Background: an optimization exercise with open tools, aiming at small area and a short achievable clock period. Do not read the settings as production practice. The RTL was checked by simulation tests, not by an equivalence proof against the original design. Power is estimated from default activity; no workload was simulated.

job 8128:
Design ex_cluster, start of the top module:
module ex_cluster(input         CLK,
                  input         reset,
                  input         ALUSrcD1,
                  input  [3:0]  ALUControlD1,
                  input         BranchD1,
                  input         BranchND1,
                  input  [31:0] RDD11,
                  input  [31:0] RDD21,
                  input  [31:0] ExtImmD1,
                  input  [31:0] PCPlus41,
                  input  [3:0]  TagD1,
                  input         PredD1,
                  input         ALUSrcD2,
                  input  [3:0]  ALUControlD2,
                  input         BranchD2,
                  input         BranchND2,
                  input  [31:0] RDD12,
                  input  [31:0] RDD22,
                  input  [31:0] ExtImmD2,
                  input  [31:0] PCPlus42,
                  input  [3:0]  TagD2,
                  input         PredD2,
                  input         ALUSrcD3,
                  input  [3:0]  ALUControlD3,
                  input  [31:0] RDD13,
                  input  [31:0] RDD23,
                  input  [31:0] ExtImmD3,
                  input  [3:0]  TagD3,
                  input         ALUSrcD4,
                  input  [3:0]  ALUControlD4,
                  input  [31:0] RDD14,
                  input  [31:0] RDD24,
                  input  [31:0] ExtImmD4,
                  input  [3:0]  TagD4,
                  output        PCSrc1,
                  output [31:0] ALUOutE1,
                  output [3:0]  TagoE1,
                  output [31:0] PCBranch1,
                  output [4:0]  BTAPTag1,
                  output [31:0] BTAPAddr1,
                  output        PCSrc2,
                  output [31:0] ALUOutE2,
  ...
Size in the first run: ~4,300 cells after synthesis, roughly 220 flip-flops, about 810 I/O pins, about 23,000 um^2 of cells after synthesis.
export LEC_CHECK = 0
export CAP_MARGIN = 20
export CORE_MARGIN = 2
export CORE_UTILIZATION = 40
export SLEW_MARGIN = 20
create_clock -name core_clock -period 10.0 [get_ports {CLK}]
standard.sh (not shown) runs the stock make flow with config.mk's settings and CLKGATE_MAP_FILE= SYNTH_SCRIPT=/design/flow/synth_recipe.tcl, a recipe that flattens the netlist after the stock synthesis.
==> flow/flow/run.sh <==
#!/bin/bash
# The standard layout (standard.sh) with these changes:
#  - synthesis maps the logic with ABC scripts of its own (flow/synth.tcl)
#    and without Yosys's full-adder extraction;
#  - port buffers are sky130_fd_sc_hd__buf_1 cells;
#  - clock tree sinks are clustered by 20 within 100 um;
#  - timing repair up to clock tree synthesis aims for 6.2 ns of setup
#    slack, and after global routing for 6 ns.
# make's full output goes to make_cts.log and make_finish.log in the work folder.
set -euo pipefail
export OWN_WORK="$PWD"
export OWN_FLOW="$PWD/flow"
common=("SYNTH_SCRIPT=$PWD/flow/synth.tcl" ADDER_MAP_FILE=
        "BUFFER_PORTS_ARGS=-buffer_cell sky130_fd_sc_hd__buf_1")
bash standard.sh "${common[@]}" SETUP_SLACK_MARGIN=6.2 CTS_CLUSTER_SIZE=20 CTS_CLUSTER_DIAMETER=100 cts > make_cts.log 2>&1
bash standard.sh "${common[@]}" SETUP_SLACK_MARGIN=6 CTS_CLUSTER_SIZE=20 CTS_CLUSTER_DIAMETER=100 finish > make_finish.log 2>&1
==> flow/flow/abc_in.script <==
strash
dch
map -B 0.9
topo
stime -c
buffer -c
upsize -c
dnsize -c
==> flow/flow/abc_out.script <==
strash
dch -f
map -D 400
topo
buffer -p
upsize -D 400
dnsize -D 400
stime -p
==> flow/flow/synth.tcl <==
# The standard synthesis (synth_recipe.tcl in the work folder), with one
# change in the technology mapping of the logic: ABC first maps the logic
# between the registers and the output ports with a tight delay target
# (flow/abc_out.script), then all other logic (flow/abc_in.script).
# Registers are mapped before ABC runs, exactly as in the standard synthesis.
proc abc {args} {
  set i [lsearch -exact $args -script]
  if {$i >= 0} { set args [lreplace $args $i [expr {$i + 1}]] }
  set j [lsearch -exact $args -D]
  if {$j >= 0} { set args [lreplace $args $j [expr {$j + 1}]] }
  yosys select -set outcone o:* %cie*
  yosys abc -script $::env(OWN_FLOW)/abc_out.script {*}$args @outcone
  yosys select -clear
  yosys opt_clean
  yosys abc -script $::env(OWN_FLOW)/abc_in.script {*}$args
}
source $::env(OWN_WORK)/synth_recipe.tcl
Here is what was changed in the inputs of job 9902 compared with job 8128.
--- a/flow/design.v
+++ b/flow/design.v
@@ -1,16 +1,21 @@
 module alu(input  [31:0] a,
-           input  [31:0] b,
+           input  [31:0] r2,
+           input  [31:0] imm,
+           input         alusrc,
            input  [3:0]  alucontrol,
            input         clr,
            input  [31:0] ext,
            input         ext_en,
            output [31:0] result,
            output        eq);
   wire        sub = alucontrol[3] | (alucontrol[1] & ~alucontrol[2]);
-  wire [31:0] bx  = b ^ {32{sub}};
+  wire        s_im = alusrc;
+  wire        s_r2 = ~alusrc & ~sub;
+  wire        s_nr = ~alusrc & sub;
+  wire [31:0] bx  = ({32{s_im}} & imm) | ({32{s_r2}} & r2) | ({32{s_nr}} & ~r2);
   wire [31:0] p   = a ^ bx;
   wire [31:0] g   = a & bx;
   wire [31:0] G0 = {g[31:1], g[0] | (p[0] & sub)};
   wire [31:0] P0 = p;
   wire [31:0] G1, P1;
   assign G1[0] = G0[0];
@@ -608,18 +613,17 @@
           output [31:0] WriteData,
           output [31:0] PCBranch,
           output [3:0]  Tago,
           output [4:0]  BTAPTag,
           output [31:0] BTAPAddr);
   wire [31:0] Imm  = {{16{ExtImm[16]}}, ExtImm[15:0]};
-  wire [31:0] SrcB = ALUSrc ? Imm : RD2;
   wire [31:0] res;
   wire        eq;
   wire [31:0] brv;
   wire        brsel;
-  alu a1(.a(RD1), .b(SrcB), .alucontrol(ALUControl), .clr(reset), .ext(brv), .ext_en(brsel),
+  alu a1(.a(RD1), .r2(RD2), .imm(Imm), .alusrc(ALUSrc), .alucontrol(ALUControl), .clr(reset), .ext(brv), .ext_en(brsel),
          .result(res), .eq(eq));
   reg [3:0] TagE;
   always @(posedge CLK)
     TagE <= reset ? 4'd0 : Tag;
   assign Tago = TagE;
   generate
## What came out
- Job 9902 — switching part of the total power 1.5 points lower, job 8128 as reference
- Row fraction of power consumed by combinational cells: job 9902 lower / job 8128 higher
- Last element of the critical path: ex2.g_br.OutE[16]$_DFF_P_ -> job 9902, BTAPAddr1[28] -> job 8128
- Relative to job 8128, area taken by multi-input logic gates decreased by about 1.6% in job 9902.
- Looking at via count of the first global-routing pass, job 9902 sits about 5% lower than job 8128 does.
- Between job 8128 and job 9902, met2 track demand over resource in global routing increased.
- Diff job 8128 -> job 9902 | xor-xnor portion of the synthesized cell area | decrease of 2.0 points
- Job 8128 → job 9902: post-cts resize count now sits higher; relative slew slack went up by 3.1 points; half-perimeter wire length after placement decreased by 1600 um relative to the old numbers; first-pass GRT wire length decreased by 1.8% relative to the old numbers.
- Re met3 track demand over resource in global routing: job 9902 and job 8128 aren't equal, and the higher value belongs to job 9902.
- Job 9902 has worst setup slack after layout above what job 8128 had.
- Any difference in final area between job 9902 and job 8128 is small enough to ignore.
- Of job 9902 and job 8128, the run reporting the higher horizontal die dimension was job 8128.

---

ex_cluster, a different RTL version from the one above (not shown whole).
For scale: ~3600 cells after synthesis, about 220 flip-flops, ~810 I/O pins, ~21000 um^2 of cells after synthesis.
Design ex_cluster, start of the top module:
module ex_cluster(input         CLK,
                  input         reset,
                  input         ALUSrcD1,
                  input  [3:0]  ALUControlD1,
                  input         BranchD1,
                  input         BranchND1,
                  input  [31:0] RDD11,
                  input  [31:0] RDD21,
                  input  [31:0] ExtImmD1,
                  input  [31:0] PCPlus41,
                  input  [3:0]  TagD1,
                  input         PredD1,
                  input         ALUSrcD2,
                  input  [3:0]  ALUControlD2,
                  input         BranchD2,
                  input         BranchND2,
                  input  [31:0] RDD12,
                  input  [31:0] RDD22,
                  input  [31:0] ExtImmD2,
                  input  [31:0] PCPlus42,
                  input  [3:0]  TagD2,
                  input         PredD2,
                  input         ALUSrcD3,
                  input  [3:0]  ALUControlD3,
                  input  [31:0] RDD13,
                  input  [31:0] RDD23,
                  input  [31:0] ExtImmD3,
  ...
clock: 10.0 ns
lec_check: 0
cap_margin: 20
core_margin: 2
core_utilization: 40
slew_margin: 20
==> flow/flow/run.sh <==
#!/bin/bash
# The standard layout (standard.sh) with these changes:
#  - synthesis maps the logic with ABC scripts of its own (flow/synth.tcl)
#    and without Yosys's full-adder extraction;
#  - port buffers are sky130_fd_sc_hd__buf_1 cells;
#  - timing repair up to clock tree synthesis aims for 6.2 ns of setup
#    slack, and after global routing for 6 ns.
# make's full output goes to make_cts.log and make_finish.log in the work folder.
set -euo pipefail
export OWN_WORK="$PWD"
export OWN_FLOW="$PWD/flow"
common=("SYNTH_SCRIPT=$PWD/flow/synth.tcl" ADDER_MAP_FILE=
        "BUFFER_PORTS_ARGS=-buffer_cell sky130_fd_sc_hd__buf_1")
bash standard.sh "${common[@]}" SETUP_SLACK_MARGIN=6.2  cts > make_cts.log 2>&1
bash standard.sh "${common[@]}" SETUP_SLACK_MARGIN=6  finish > make_finish.log 2>&1
Scripts as last shown in full above: flow/flow/abc_in.script, flow/flow/abc_out.script, flow/flow/synth.tcl
The starting point completed without violations.
==> next run, changes <==
--- a/flow/design.v
+++ b/flow/design.v
@@ -415,15 +415,15 @@
   wire sel_ar  = alu_ok & ~alucontrol[3] & ~alucontrol[2];
   wire sel_lt  = alu_ok &  alucontrol[3];
   wire lg_ok   = alu_ok & ~alucontrol[3] &  alucontrol[2];
   wire k_g     = lg_ok & ~alucontrol[1];                        
   wire k_p     = lg_ok & (alucontrol[1] ^ alucontrol[0]);       
   wire k_n     = lg_ok &  alucontrol[1] & alucontrol[0];        
-  assign result = ({32{sel_ar}} & s) | ({32{k_g}} & g) | ({32{k_p}} & p) |
-                  ({32{k_n}} & ~(p | g)) | ({32{use_x}} & ext) |
-                  {31'd0, sel_lt & lt};
+  wire [31:0] pl  = ({32{sel_ar | k_p}} & p) | ({32{k_g}} & g) | ({32{k_n}} & ~(p | g));
+  wire [31:0] cc  = c[31:0] & {32{sel_ar}};
+  assign result = (pl ^ cc) | ({32{use_x}} & ext) | {31'd0, sel_lt & lt};
   assign eq     = &p;
 endmodule
 module tgt_add(input  [21:0] pc,
                input  [21:0] imm,
                output [21:0] t,
                output        co);
Wire length is about the same; power is lower by about 0.9%; first-iteration DRC count is lower by about 18%; global-route usage is higher by 0.11 points; worst setup slack gains 17 ps; cell count is lower by about 2.5%; synthesized cell count is lower by 2.3%; maximum frequency is higher by about 0.43%; die area is lower by about 0.7%; non-clock buffer count is lower by 26; synthesized area is lower by 0.70%; via count is lower by 2.4%; sequential share of layout area is higher by 0.57 points.

afterwards: timing with drivers on the ports:
The flow's constraints put no driver on any port. The routed layouts listed below were extracted and timed again, unchanged, in two steps.
Step 1, drivers: a clkbuf_16 drives CLK and a buf_2 each remaining input, both assumed.
Step 2 also shifts input and output timing later by t, the mid clock arrival at the registers, as if the neighbouring blocks saw the same clock.
a / b / c = ideal ports / drivers / drivers and shift; a / b = the first two.
| run | t, ns | slack for setup (ns) | worst setup path at the end | slew at the worst register clock pin (ns) |
|---|---|---|---|---|
| job 8128 | 0.605 | 6.044 / 5.984 / 5.571 | input to register | 0.09 / 0.09 |
| job 9902 | 0.589 | 6.078 / 6.079 / 5.490 | input to register | 0.10 / 0.10 |
| the first run of note 2 | 0.667 | 6.082 / 6.020 / 5.459 | input to register | 0.07 / 0.07 |
| the second run of note 2 | 0.658 | 6.099 / 6.109 / 5.478 | input to register | 0.07 / 0.07 |
After both steps setup and hold are still met in every run listed. The setup slack of the first run of note 2, which loses most, moves by -0.062 ns with the drivers and by -0.623 ns with both steps.
